This design comes from an exercise in tuning for small area on the open sky130 flow, not from production work.
RTL that was checked went through simulation tests only; none was proved equivalent to the original.
No activity file was given, so power comes from the tool's default toggle rates.

// cordic
module cordic (
    input clock,
    input reset,
    output signed [12:0] sine,
    output signed [12:0] cosine
);
Size: ~1100 cells after synthesis, ~74 flip-flops, ~28 I/O pins.
Settings: LEC_CHECK=0, ABC_AREA=1, CAP_MARGIN=20, CORE_MARGIN=2, CORE_UTILIZATION=40, CTS_BUF_LIST=sky130_fd_sc_hd__clkbuf_8, GPL_TIMING_DRIVEN=1, PLACE_DENSITY=0.6, SLEW_MARGIN=20; clock period 5.0 ns.
run.sh (not shown) runs the stock make flow with config.mk's settings and CLKGATE_MAP_FILE= SYNTH_SCRIPT=/design/flow/synth_recipe.tcl, a recipe that flattens the netlist after the stock synthesis.
==> next run, changes <==
GPL_TIMING_DRIVEN = 0   (was 1)
=> The new run finished with timing, DRC and antenna clean. Via count came out higher by 2.8%. Total power came out lower by 9.1%. Register-to-register slack gets worse by 0.07 ns. Cell count went up by 1.8%. Wire length decreases by 4.0%.

========
## run A
cordic, a different RTL version from the one above (not shown whole).
Size in the first run: ~1300 cells after synthesis, roughly 76 flip-flops, roughly 28 I/O pins, ~0.0087 sq mm of cells after synthesis.
Settings: LEC_CHECK=0, ABC_AREA=1, CAP_MARGIN=20, CORE_MARGIN=2, CORE_UTILIZATION=40, CTS_BUF_LIST=sky130_fd_sc_hd__clkbuf_8, GPL_TIMING_DRIVEN=0, PLACE_DENSITY=0.6, SLEW_MARGIN=20; clock period 5.0 ns.
Having completed the whole flow, run A delivered a layout that passed the timing, DRC and antenna checks.
Setup changes, run A to run B
- a change of CORE_UTILIZATION from 40 to 60
- a change of PLACE_DENSITY from 0.6 to 0.8
==> comparison <==
Every run (run A and run B) finished clean.
The higher routed wire length of run A and run B is in run B.
Summary of the comparison: post-layout instance count excluding filler cells is lower in run B, relative to run A.
On worst endpoint required time, run A and run B are basically level.
Per the comparison of run B with run A, count of flip-flops with a built-in enable after synthesis now sits at about the same level, count of plain and timing-repair buffers in the layout now sits higher.
Modified inputs, run C compared to run B
- CORE_UTILIZATION now 40, was 60
--- outcome ---
- Between run C and run B, the fraction of met1 tracks used by global routing is lower for run C.
- Looking at per-cell via count in the routed design, run C sits below run B.
- Compared with run B, in run C count of plain and timing-repair buffers down 9.3%; worst setup slack increased 0.019 ns; number of search-and-repair iterations in the first detailed-routing pass went up 1; clock buffer count shows an increase of 2.
- From run B to run C the numbers moved as follows: sequential share of layout area stayed essentially flat, clock power share fell by 5.7 points.
- Between run C and run B, the number of global-route vias before repair is lower for run C.
No run of this note included a check of the RTL's function; only the layout flow was run.

========
run 1:
cordic, a different RTL version from the one above (not shown whole).
For scale: about 1,000 cells after synthesis, roughly 74 flip-flops, ~28 I/O pins.
==> flow/config.mk <==
export PLATFORM = sky130hd
export DESIGN_NAME = cordic
export DESIGN_NICKNAME = cordic
export VERILOG_FILES = /design/flow/design.v
export SDC_FILE = /design/flow/constraint.sdc
export NUM_CORES = 4
export LEC_CHECK = 0
export ABC_AREA = 1
export CAP_MARGIN = 20
export CORE_MARGIN = 2
export CORE_UTILIZATION = 40
export CTS_BUF_LIST = sky130_fd_sc_hd__clkbuf_8
export GPL_TIMING_DRIVEN = 1
export PLACE_DENSITY = 0.8
export SLEW_MARGIN = 20
==> flow/constraint.sdc <==
create_clock -name core_clock -period 5.0 [get_ports {clock}]
set_input_delay 1.0000 -clock core_clock [delete_from_list [all_inputs] [get_ports {clock}]]
set_output_delay 1.0000 -clock core_clock [all_outputs]
set_load 0.01 [all_outputs]
The inputs of run 2 differ from those of run 1 as listed below.
- changing PLACE_DENSITY from 0.8 to 0.6
Notes after the runs:
Looking at run 1 and run 2, the post-detailed-routing wire length is a wash.
[diff] worst setup slack, run 2 relative to run 1: improvement
Every stage of the flow completed for run 2, and the final layout passed the timing, DRC and antenna checks.
Layout overhead on the synthesized area ended up 0.95 points lower on run 2 than on run 1.
The clock share of power number comes out lower for run 2 vs run 1.
Between run 1 and run 2, the flow reports routed length on met2 decreasing by a few percent.
The following lists how run 3 was set up differently from run 2:
- swapping 0.6 for 0.7 in PLACE_DENSITY
[summary]
Run 3 against run 2; design area is up slightly.
Against run 2, non-clock buffer count in run 3 fell by a few percent.
Run 3 vs. run 2: time the worst path needs with I/O delays and setup went up by 0.098 ns.
Between run 3 and run 2, the sequential share of layout area figures differ only marginally.
Against run 2, run 3 reports a combinational group share of total power that is lower.
Run 3 vs run 2 — worst setup slack dropped 0.098 ns.
Total power: run 3 vs run 2 up 8.5%
Changes observed in run 3 relative to run 2: register-to-register setup slack now sits at about the same level; total length of routed met2 wires now sits lower.

========
== v6 ==
cordic, a different RTL version from the one above (not shown whole).
Size in the first run: ~1100 cells after synthesis, roughly 28 I/O pins, about 0.0063 mm^2 of cells after synthesis.
Design cordic, start of the top module:
module cordic (
    input clock,
    input reset,
    output signed [12:0] sine,
    output signed [12:0] cosine
);
Settings: LEC_CHECK=0, ABC_AREA=1, CAP_MARGIN=20, CORE_MARGIN=2, CORE_UTILIZATION=40, CTS_BUF_LIST=sky130_fd_sc_hd__clkbuf_8, GPL_TIMING_DRIVEN=1, PLACE_DENSITY=0.6, SLEW_MARGIN=20; clock period 5.0 ns.
Inputs modified between v6 and v7:
# v6
export LEC_CHECK = 0
export ABC_AREA = 1
export CAP_MARGIN = 20
export CORE_MARGIN = 2
export CORE_UTILIZATION = 40
export CTS_BUF_LIST = sky130_fd_sc_hd__clkbuf_8
export GPL_TIMING_DRIVEN = 1
export PLACE_DENSITY = 0.6
export SLEW_MARGIN = 20
create_clock -name core_clock -period 5.0 [get_ports {clock}]
# v7
export LEC_CHECK = 0
export ABC_AREA = 1
export CAP_MARGIN = 20
export CORE_MARGIN = 2
export CORE_UTILIZATION = 40
export CTS_BUF_LIST = sky130_fd_sc_hd__clkbuf_8
export GPL_TIMING_DRIVEN = 0
export PLACE_DENSITY = 0.8
export SLEW_MARGIN = 20
create_clock -name core_clock -period 5.0 [get_ports {clock}]
## What came out
- Per the comparison of v7 with v6, number of DRC markers in iteration 0 now larger; final instance area fell by 0.96%; clock insertion delay at the later pin of the skew report now sits at about the same level; via count of the first global-routing pass up 2.2%.
- Clock group share of total power in v7 is 4.1 points lower than in v6
- v7: final-layout fill cell count is 2.2% lower than what v6 reported.
- Looking at period utilization, v7 sits 2.3 points above v6.
- v7 vs v6: relative max-transition margin down
- Compared to v6, the router laid down more metal wire for v7.
- v7 -> v6: global-route wire length before repair flat

[separate check: timing with driven ports]
The flow's constraints put no driver on any port. The routed layouts listed below were extracted and timed again, unchanged, in two steps.
Step 1 assumes that a clkbuf_16 drives the clock port and a buf_2 every other input.
Step 2 moves the port delays by t, midway between the first and last clock arrival at a register: inputs arrive t later, outputs are due t later. That takes back most of the time a late clock gives input paths.
a / b / c = no drivers / after step 1 / after step 2; a / b = the first two.
run | shift t [ns] | setup WS [ns] | worst data-port slew with drivers (ns)
the first run of note 1 | 0.380 | 0.459 / 0.428 / 0.459 | 0.04
the second run of note 1 | 0.393 | 0.295 / 0.259 / 0.386 | 0.03
run A | 0.407 | 0.302 / 0.302 / 0.302 | 0.03
run B | 0.400 | 0.280 / 0.280 / 0.280 | 0.03
run C | 0.397 | 0.300 / 0.290 / 0.300 | 0.03
run 1 | 0.380 | 0.428 / 0.428 / 0.428 | 0.03
run 2 | 0.371 | 0.527 / 0.527 / 0.527 | 0.03
run 3 | 0.382 | 0.429 / 0.390 / 0.521 | 0.03
v6 | 0.359 | 0.276 / 0.276 / 0.276 | 0.03
v7 | 0.351 | 0.164 / 0.164 / 0.164 | 0.03
After both steps setup and hold are still met in every run listed.
